This is an optimization exercise on Yosys and OpenROAD, whose aim is small area, not a production implementation. The RTL was checked by simulation tests, not by an equivalence proof against the original design. Power figures rest on the tool's default switching activity, not on a simulated workload.

Setup of alpha:
Design dualcore, start of the top module:
module dualcore(
    input clk,
    input reset,
    input  [24-1:0]  ins_code1_proc1,
    input  [24-1:0]  ins_code2_proc2,
    output [8-1:0]   pc_proc1_code1,
    output [8-1:0]   pc_proc2_code2,
    output [16-1:0] dataOut1,
    output [16-1:0] dataOut2
);
For scale: roughly 2200 cells after synthesis, roughly 860 flip-flops, about 28000 sq um of cells after synthesis.
export LEC_CHECK = 0
export CAP_MARGIN = 0
export CORE_MARGIN = 2
export CORE_UTILIZATION = 65
export CTS_BUF_LIST = sky130_fd_sc_hd__clkbuf_8 sky130_fd_sc_hd__clkbuf_16
export CTS_CLUSTER_DIAMETER = 60
export CTS_CLUSTER_SIZE = 25
export SLEW_MARGIN = 0
create_clock -name core_clock -period 10.0 [get_ports {clk}]
standard.sh (not shown) runs the stock make flow with config.mk's settings and CLKGATE_MAP_FILE= SYNTH_SCRIPT=/design/flow/synth_recipe.tcl, a recipe that flattens the netlist after the stock synthesis.
==> flow/flow/run.sh <==
#!/bin/bash
# Own layout flow: the standard ORFS flow (standard.sh), with two changes:
#  - synthesis maps logic with an area-oriented ABC script (abc_area.script
#    here) instead of ORFS's delay-driven one; everything else in synthesis,
#    including flip-flop mapping, is the standard synthesis script
#    (synth_recipe.tcl), which synth.tcl here sources;
#  - the input and output port buffers are the smallest buffer cell.
# Each tool's output is in the ORFS logs under orfs/logs; make's own output
# goes to make.log in this folder.
set -euo pipefail
WORK=$(pwd)
export OWN_ABC_SCRIPT="$WORK/flow/abc_area.script"
export FLOW_SYNTH_TCL="$WORK/synth_recipe.tcl"
sed -e "s#SYNTH_SCRIPT=[^ ]*#SYNTH_SCRIPT=$WORK/flow/synth.tcl#" standard.sh > standard_own.sh
bash standard_own.sh "BUFFER_PORTS_ARGS=-buffer_cell sky130_fd_sc_hd__buf_1" finish > make.log 2>&1
==> flow/flow/abc_area.script <==
strash
ifraig
scorr
dc2
strash
&get -n
&dch -f
&nf -R 1000
&put
topo
==> flow/flow/synth.tcl <==
# The standard synthesis (synth_recipe.tcl), with ABC run on our own
# script: the -script argument that ORFS passes to abc is replaced.
proc abc {args} {
  set i [lsearch -exact $args -script]
  if { $i >= 0 } {
    lset args [expr { $i + 1 }] $::env(OWN_ABC_SCRIPT)
  }
  yosys abc {*}$args
}
source $::env(FLOW_SYNTH_TCL)
diff inputs: alpha => beta
# alpha
export LEC_CHECK = 0
export CAP_MARGIN = 0
export CORE_MARGIN = 2
export CORE_UTILIZATION = 65
export CTS_BUF_LIST = sky130_fd_sc_hd__clkbuf_8 sky130_fd_sc_hd__clkbuf_16
export CTS_CLUSTER_DIAMETER = 60
export CTS_CLUSTER_SIZE = 25
export SLEW_MARGIN = 0
create_clock -name core_clock -period 10.0 [get_ports {clk}]
# beta
export LEC_CHECK = 0
export CAP_MARGIN = 0
export CORE_MARGIN = 2
export CORE_UTILIZATION = 65
export SLEW_MARGIN = 0
create_clock -name core_clock -period 10.0 [get_ports {clk}]
==> flow/flow/run.sh <==
#!/bin/bash
# Own layout flow: the standard ORFS flow (standard.sh), with these
# changes:
#  - synthesis maps logic with an area-oriented ABC script (abc_area.script
#    here, which runs ABC's &deepsyn for five minutes) instead of ORFS's
#    delay-driven one; everything else in synthesis, including flip-flop
#    mapping, is the standard synthesis script (synth_recipe.tcl), which
#    synth.tcl here sources, except that adders are left to ABC instead of
#    being mapped to the platform's adder cells (ADDER_MAP_FILE empty);
#  - the input and output port buffers are the smallest buffer cell;
#  - clock tree synthesis uses clkbuf_8 sink buffers (clkbuf_16 at the root),
#    clusters of up to 18 sinks within 45 um, and no dummy loads.
# Each tool's output is in the ORFS logs under orfs/logs; make's own output
# goes to make.log in this folder.
set -euo pipefail
WORK=$(pwd)
export OWN_ABC_SCRIPT="$WORK/flow/abc_area.script"
export FLOW_SYNTH_TCL="$WORK/synth_recipe.tcl"
sed -e "s#SYNTH_SCRIPT=[^ ]*#SYNTH_SCRIPT=$WORK/flow/synth.tcl#" standard.sh > standard_own.sh
bash standard_own.sh "BUFFER_PORTS_ARGS=-buffer_cell sky130_fd_sc_hd__buf_1" \
  "ADDER_MAP_FILE=" \
  "CTS_ARGS=-sink_clustering_enable -repair_clock_nets -buf_list sky130_fd_sc_hd__clkbuf_8 -root_buf sky130_fd_sc_hd__clkbuf_16 -sink_clustering_size 18 -sink_clustering_max_diameter 45 -dont_use_dummy_load" \
  finish > make.log 2>&1
-- flow/flow/abc_area.script --
<<< alpha, line 7
>>> beta, line 7
&deepsyn -T 300
Results
- In beta, the total number of H-tree levels came out 1 above the value in alpha.
- Where worst setup slack is concerned, alpha is better than beta.
- Compared with alpha, beta is more frugal on power.
- In beta, the wire length came out 240 um below the value in alpha.
- Taking alpha as the reference, in beta power of the sequential group now larger, logic depth of the worst setup path including buffers now sits lower.
- Summary — multi-input logic portion of the cell area, beta relative to alpha: lower, by 2.4 points.
- For worst hold slack, alpha and beta come out practically identical.
The inputs of gamma differ from those of beta as listed below.
# beta
export LEC_CHECK = 0
export CAP_MARGIN = 0
export CORE_MARGIN = 2
export CORE_UTILIZATION = 65
export SLEW_MARGIN = 0
create_clock -name core_clock -period 10.0 [get_ports {clk}]
# gamma
export LEC_CHECK = 0
export CAP_MARGIN = 0
export CORE_MARGIN = 2
export CORE_UTILIZATION = 65
export CTS_BUF_LIST = sky130_fd_sc_hd__clkbuf_16
export CTS_CLUSTER_DIAMETER = 60
export CTS_CLUSTER_SIZE = 25
export SLEW_MARGIN = 0
create_clock -name core_clock -period 10.0 [get_ports {clk}]
-- flow/flow/run.sh --
<<< beta, line 2
# Own layout flow: the standard ORFS flow (standard.sh), with these
# changes:
>>> gamma, line 2
# Own layout flow: the standard ORFS flow (standard.sh), with two changes:
<<< beta, line 6
#    delay-driven one; everything else in synthesis, including flip-flop
#    mapping, is the standard synthesis script (synth_recipe.tcl), which
#    synth.tcl here sources, except that adders are left to ABC instead of
#    being mapped to the platform's adder cells (ADDER_MAP_FILE empty);
#  - the input and output port buffers are the smallest buffer cell;
#  - clock tree synthesis uses clkbuf_8 sink buffers (clkbuf_16 at the root),
#    clusters of up to 18 sinks within 45 um, and no dummy loads.
>>> gamma, line 5
#    delay-driven one; everything else in synthesis,
#    including flip-flop mapping, is the standard synthesis script
#    (synth_recipe.tcl), which synth.tcl here sources;
#  - the input and output port buffers are the smallest buffer cell.
<<< beta, line 21
  "ADDER_MAP_FILE=" \
>>> gamma, line 17
## What came out
- Re final worst hold slack: gamma is 0.0054 ns down on beta.
- Total power of gamma is lower than that of beta.
- Area of the mapped netlist in gamma is 280 sq um above beta.
- beta reports its end of the critical path as mb.dataToCacheA[13] while gamma reports mb.dataToCacheA[14].
- Compared to beta, gamma has smallest setup slack after layout 0.38 ns higher.
- Compared with beta, gamma shows a critical-path maximum fanout that is 1 lower.
- Relative slew slack in gamma is 1.8 points lower than in beta
- Going from beta to gamma, the die area was enlarged.
- Looking at gamma and beta, the portion of netlist area occupied by mux cells is a wash.
- Between beta and gamma, the flow reports post-detailed-placement cell area increasing slightly.

port drivers added, routing unchanged:
The flow's constraints put no driver on any port. The routed layouts listed below were extracted and timed again, unchanged, in two steps.
Step 1, drivers: a clkbuf_16 drives clk and a buf_2 each remaining input, both assumed.
Step 2 also shifts input and output timing later by t, the mid clock arrival at the registers, as if the neighbouring blocks saw the same clock.
Three values: no drivers, after step 1, after step 2; two values: the first two.
| run | t, ns | setup WS [ns] | worst hold slack (ns) | worst slew at a driven data input, ns | pins driven straight from the clock port |
|---|---|---|---|---|---|
| alpha | 0.683 | 2.930 / 2.930 / 2.541 | 0.312 / 0.312 / 0.312 | 0.04 | 1 |
| beta | 0.621 | 2.488 / 2.488 / 2.488 | 0.313 / 0.313 / 0.313 | 0.04 | 1 |
| gamma | 0.621 | 2.865 / 2.865 / 2.865 | 0.307 / 0.307 / 0.307 | 0.08 | 1 |
After both steps every run listed still meets setup and hold. For alpha, which loses most, drivers alone change the setup slack by 0.000 ns; drivers and shift together by -0.389 ns.
